From an optimization exercise on the open Yosys and OpenROAD flow, aimed at small area; shortcuts taken in it are not production practice. Only simulation tests tie the RTL to the original design; equivalence was not proved. Power is estimated from default activity; no workload was simulated.

== yarrow ==
==> flow/design.v (excerpt) <==
module uart_transmitter
(
	input [7:0] data_i,
	input data_write_i, clock_i, reset_n_i,
	input [5:0] data_buffer_full_thres_i,
	input [1:0] baudrate_select_i,
	output data_buffer_full_o,
	output uart_tx_o
);
Size in the first run: ~21 I/O pins, about 0.0090 mm² of cells after synthesis.
Settings: LEC_CHECK=0, CAP_MARGIN=20, CORE_MARGIN=2, CORE_UTILIZATION=65, PLACE_DENSITY=0.75, SLEW_MARGIN=20, SYNTH_HIERARCHICAL=1, SYNTH_MINIMUM_KEEP_SIZE=600; clock period 10.0 ns.
standard.sh (not shown) runs the stock make flow with config.mk's settings and CLKGATE_MAP_FILE= SYNTH_SCRIPT=/design/flow/synth_recipe.tcl, a recipe that flattens the netlist after the stock synthesis.
==> flow/flow/run.sh <==
#!/bin/bash
# The standard layout (standard.sh, with the standard synthesis) with three changes:
# port buffers are buf_1 cells; before repair_design, each cell that drives at
# most 8 pins gets its smallest drive strength (flow/downsize.tcl); and
# clock-tree synthesis uses clusters of up to 20 sinks on clkbuf_8 leaves
# without dummy loads.
set -euo pipefail
here=$(pwd)
export BUFFER_PORTS_ARGS="-buffer_cell sky130_fd_sc_hd__buf_1"
export PRE_RESIZE_TCL="$here/flow/downsize.tcl"
export CTS_ARGS="-sink_clustering_enable -repair_clock_nets -dont_use_dummy_load -buf_list sky130_fd_sc_hd__clkbuf_8 -root_buf sky130_fd_sc_hd__clkbuf_4 -sink_clustering_size 20 -sink_clustering_max_diameter 70"
bash standard.sh > "$here/standard.log" 2>&1
==> flow/flow/downsize.tcl <==
# Run before repair_design (PRE_RESIZE_TCL): a cell whose output drives at
# most 8 input pins gets the smallest-area variant of its own function (same
# cell name, other drive strength). repair_design, which follows, sizes up
# or buffers wherever slew or capacitance still needs it.
set db [ord::get_db]
set dont_use $::env(DONT_USE_CELLS)
set n 0
set saved 0.0
foreach inst [[ord::get_db_block] getInsts] {
  set m [$inst getMaster]
  if {[$m getType] ne "CORE" || [$m isSequential]} { continue }
  set name [$m getName]
  if {![regexp {^(sky130_fd_sc_hd__[a-z0-9]+)_([0-9]+)$} $name -> base size]} { continue }
  set fanout -1
  foreach it [$inst getITerms] {
    if {[$it isOutputSignal] && [$it getNet] ne "NULL"} {
      set fanout [expr {[llength [[$it getNet] getITerms]] + [llength [[$it getNet] getBTerms]] - 1}]
    }
  }
  if {$fanout < 1 || $fanout > 8} { continue }
  set best $m
  set area [expr {[$m getWidth] * [$m getHeight]}]
  set best_area $area
  foreach s {0 1 2 3 4 6 8 12 16} {
    set c [$db findMaster ${base}_$s]
    if {$c eq "NULL"} { continue }
    if {[lsearch -exact $dont_use [$c getName]] >= 0} { continue }
    set a [expr {[$c getWidth] * [$c getHeight]}]
    if {$a < $best_area} { set best $c; set best_area $a }
  }
  if {$best ne $m} {
    if {[catch {replace_cell [sta::find_instance [$inst getName]] [$best getName]} err]} {
      puts "downsize: could not resize [$inst getName]: $err"
    } else {
      incr n
      set saved [expr {$saved + ($area - $best_area) / 1e6}]
    }
  }
}
puts [format "downsize: %d cells resized, %.1f um2 saved" $n $saved]
Edits applied to the flow inputs when going from yarrow to cedar:
--- a/flow/flow/run.sh
+++ b/flow/flow/run.sh
@@ -10,3 +10,3 @@
 export PRE_RESIZE_TCL="$here/flow/downsize.tcl"
-export CTS_ARGS="-sink_clustering_enable -repair_clock_nets -dont_use_dummy_load -buf_list sky130_fd_sc_hd__clkbuf_8 -root_buf sky130_fd_sc_hd__clkbuf_4 -sink_clustering_size 20 -sink_clustering_max_diameter 70"
+export CTS_ARGS="-sink_clustering_enable -repair_clock_nets -dont_use_dummy_load -buf_list sky130_fd_sc_hd__clkbuf_8 -sink_clustering_size 20 -sink_clustering_max_diameter 70"
 bash standard.sh > "$here/standard.log" 2>&1
==> comparison <==
cedar against yarrow: setup slack now smaller, overall power of the completed layout +about 0.6%, endpoint arrival time on the critical path barely changed.
Clock group share of total power: cedar > yarrow
Compared with yarrow, in cedar post-detailed-routing wire length flat; area of the multi-input gates about even.
yarrow and cedar ended up with roughly the same final clock period utilization by the worst path.
Number of filler instances in the final layout in cedar vs yarrow: down about 0.7%
The part of the total power dissipated in combinational logic of yarrow and that of cedar are within noise of each other.


## north
Another version of the RTL of uart_transmitter (not shown whole).
Size in the first run: ~650 cells after synthesis, ~21 I/O pins.
clock: 10.0 ns
lec_check: 0
cap_margin: 20
core_margin: 2
core_utilization: 65
cts_buf_list: sky130_fd_sc_hd__clkbuf_16
cts_cluster_diameter: 100
cts_cluster_size: 30
place_density: 0.75
slew_margin: 20
run.sh (not shown) runs the stock make flow with config.mk's settings and CLKGATE_MAP_FILE= SYNTH_SCRIPT=/design/flow/synth_recipe.tcl, a recipe that flattens the netlist after the stock synthesis.
Stock flow here: none of the scripts above is used.
north completed end to end with timing, DRC and antenna clean.
Input changes introduced in south (baseline for comparison: north):
# north
export LEC_CHECK = 0
export CAP_MARGIN = 20
export CORE_MARGIN = 2
export CORE_UTILIZATION = 65
export CTS_BUF_LIST = sky130_fd_sc_hd__clkbuf_16
export CTS_CLUSTER_DIAMETER = 100
export CTS_CLUSTER_SIZE = 30
export PLACE_DENSITY = 0.75
export SLEW_MARGIN = 20
create_clock -name core_clock -period 10.0 [get_ports {clock_i}]
# south
export LEC_CHECK = 0
export CAP_MARGIN = 20
export CORE_MARGIN = 2
export CORE_UTILIZATION = 40
export SLEW_MARGIN = 20
create_clock -name core_clock -period 10.0 [get_ports {clock_i}]
### Flow results
Changes observed in south relative to north: aggregate routed wire length increased 4.5%; clock latency on the worst-skew pair increased 0.06 ns; placed standard-cell area increased about 1.3%; number of cell rows increased 12; proportion of cell area occupied by registers decreased 4.7 points. Any difference in ratio of final minimum period to clock period between south and north is small enough to ignore. | minimum clock period after layout | south vs north | 0.0067 ns higher |. Compared with north, south shows global-route wire length before repair that has gone up by a few percent. Routed length on met3 in south is about 17% lower than in north. [south] switching share of total power fell 1.1 points relative to north. There was hardly any difference in number of ports placed on the die boundary between north and south.
Setup changes, south to east
# south
export LEC_CHECK = 0
export CAP_MARGIN = 20
export CORE_MARGIN = 2
export CORE_UTILIZATION = 40
export SLEW_MARGIN = 20
create_clock -name core_clock -period 10.0 [get_ports {clock_i}]
# east
export LEC_CHECK = 0
export CAP_MARGIN = 20
export CORE_MARGIN = 2
export CORE_UTILIZATION = 65
export PLACE_DENSITY = 0.75
export SLEW_MARGIN = 20
create_clock -name core_clock -period 10.0 [get_ports {clock_i}]
==> flow/flow/run.sh (new file) <==
#!/bin/bash
# The standard layout (standard.sh, with the standard synthesis) with two changes:
# port buffers are buf_1 cells, and clock-tree synthesis uses large clusters of
# clkbuf_16 leaves without dummy loads.
set -euo pipefail
here=$(pwd)
export BUFFER_PORTS_ARGS="-buffer_cell sky130_fd_sc_hd__buf_1"
export CTS_ARGS="-sink_clustering_enable -repair_clock_nets -dont_use_dummy_load -buf_list sky130_fd_sc_hd__clkbuf_16 -sink_clustering_size 30 -sink_clustering_max_diameter 100"
bash standard.sh > "$here/standard.log" 2>&1
==> flow/standard.sh (new file) <==
#!/bin/bash
# synth_recipe.tcl (not shown) runs the flow's synth.tcl, then flattens the netlist and writes it again
# the make line also repeats each setting of config.mk as NAME=value (left out here)
make -C /OpenROAD-flow-scripts/flow DESIGN_CONFIG=/design/flow/config.mk WORK_HOME=/design/flow/orfs CLKGATE_MAP_FILE= SYNTH_SCRIPT=/design/flow/synth_recipe.tcl "${@:-finish}"
removed: flow/run.sh
[summary]
Setup slack in east is larger than in south. Between south and east, final clock period utilization by the worst path is higher for south, east comes in under that. east against south: part of the power in registers now sits higher, number of nets in the final layout decreased by 2.3% relative to the old numbers.
### east -> west
# east
export LEC_CHECK = 0
export CAP_MARGIN = 20
export CORE_MARGIN = 2
export CORE_UTILIZATION = 65
export PLACE_DENSITY = 0.75
export SLEW_MARGIN = 20
create_clock -name core_clock -period 10.0 [get_ports {clock_i}]
# west
export LEC_CHECK = 0
export CAP_MARGIN = 20
export CORE_MARGIN = 2
export CORE_UTILIZATION = 40
export CTS_BUF_LIST = sky130_fd_sc_hd__clkbuf_4
export SLEW_MARGIN = 20
create_clock -name core_clock -period 10.0 [get_ports {clock_i}]
==> flow/run.sh (new file) <==
#!/bin/bash
# synth_recipe.tcl (not shown) runs the flow's synth.tcl, then flattens the netlist and writes it again
# the make line also repeats each setting of config.mk as NAME=value (left out here)
make -C /OpenROAD-flow-scripts/flow DESIGN_CONFIG=/design/flow/config.mk WORK_HOME=/design/flow/orfs CLKGATE_MAP_FILE= SYNTH_SCRIPT=/design/flow/synth_recipe.tcl finish
removed: flow/flow/run.sh
removed: flow/standard.sh
--- outcome ---
- Leakage power, east and west, higher one = west.
- west finished every stage and its layout cleared the timing, DRC and antenna checks.
- Summary of the comparison: routing usage on met1 is lower in west, relative to east.
- The worst path arrival time number comes out lower for east vs west.
- Of east and west, the lower sequential fraction of design power belongs to west.
Setup changes, west to middle
# west
export LEC_CHECK = 0
export CAP_MARGIN = 20
export CORE_MARGIN = 2
export CORE_UTILIZATION = 40
export CTS_BUF_LIST = sky130_fd_sc_hd__clkbuf_4
export SLEW_MARGIN = 20
create_clock -name core_clock -period 10.0 [get_ports {clock_i}]
# middle
export LEC_CHECK = 0
export CAP_MARGIN = 20
export CORE_MARGIN = 2
export CORE_UTILIZATION = 65
export PLACE_DENSITY = 0.75
export SLEW_MARGIN = 20
create_clock -name core_clock -period 10.0 [get_ports {clock_i}]
==> flow/flow/run.sh (new file) <==
#!/bin/bash
# The standard layout (standard.sh, with the standard synthesis) with three changes:
# port buffers are buf_1 cells, every cell is first given its smallest drive
# strength before repair_design, and clock-tree synthesis uses large clusters
# of clkbuf_16 leaves without dummy loads.
set -euo pipefail
here=$(pwd)
export BUFFER_PORTS_ARGS="-buffer_cell sky130_fd_sc_hd__buf_1"

export CTS_ARGS="-sink_clustering_enable -repair_clock_nets -dont_use_dummy_load -buf_list sky130_fd_sc_hd__clkbuf_16 -sink_clustering_size 30 -sink_clustering_max_diameter 100"
bash standard.sh > "$here/standard.log" 2>&1
==> flow/standard.sh (new file) <==
#!/bin/bash
# synth_recipe.tcl (not shown) runs the flow's synth.tcl, then flattens the netlist and writes it again
# the make line also repeats each setting of config.mk as NAME=value (left out here)
make -C /OpenROAD-flow-scripts/flow DESIGN_CONFIG=/design/flow/config.mk WORK_HOME=/design/flow/orfs CLKGATE_MAP_FILE= SYNTH_SCRIPT=/design/flow/synth_recipe.tcl "${@:-finish}"
removed: flow/run.sh
==> run summary <==
- Sequential share of layout area came out higher on middle than on west.
- Relative to west, the overall routed net length measured on middle has decreased by a little under 10%.
- On middle: count of clock-buffer cells in the layout is 94 lower than what west gave.
- Against west, middle comes in about 4% lower on non-clock buffer count.
- middle: clock latency reported for the late side of the worst-skew pair is 0.19 ns lower than what west reported.
- Against west, switching component of the power in middle fell by more than 10%.
- Summary of the comparison: number of antenna violations at the first check in global routing is lower in middle, relative to west.
- Number of buffer and inverter instances along the worst setup path came out exactly the same in west and middle.
- Power in sequential cells: middle vs west — no meaningful difference
- From west to middle, final count of hold timing violations did not move at all.
- west -> middle: area taken by flip-flops and latches delta 0, exact match

[what the ideal ports hide]
Ports are ideal in the flow. The routed layouts listed here were re-timed in OpenROAD.
Step 1, drivers: a clkbuf_16 drives clock_i and a buf_2 each remaining input, both assumed.
Step 2 adds t to the input delays and takes it off the output delays; t is the mean of the earliest and latest rising clock arrival at the registers after step 1. Input paths then give back, and output paths get back, about the clock's delay inside the block.
a / b / c = ideal / step 1 / step 2; a / b = the first two.
run | t, ns | setup slack, ns | clock arrival spread, ns
yarrow | 0.633 | 4.985 / 4.958 / 4.958 | 0.050 / 0.049
cedar | 0.538 | 4.977 / 4.950 / 4.950 | 0.036 / 0.036
north | 0.507 | 4.306 / 4.274 / 4.274 | 0.024 / 0.024
south | 0.577 | 4.299 / 4.271 / 4.271 | 0.017 / 0.017
east | 0.504 | 5.029 / 5.009 / 5.009 | 0.027 / 0.027
west | 0.677 | 4.299 / 4.271 / 4.271 | 0.038 / 0.037
middle | 0.504 | 5.029 / 5.009 / 5.009 | 0.027 / 0.027
After both steps every run listed still meets setup and hold. The setup slack of north, which loses most, moves by -0.032 ns with the drivers and by -0.032 ns with both steps.
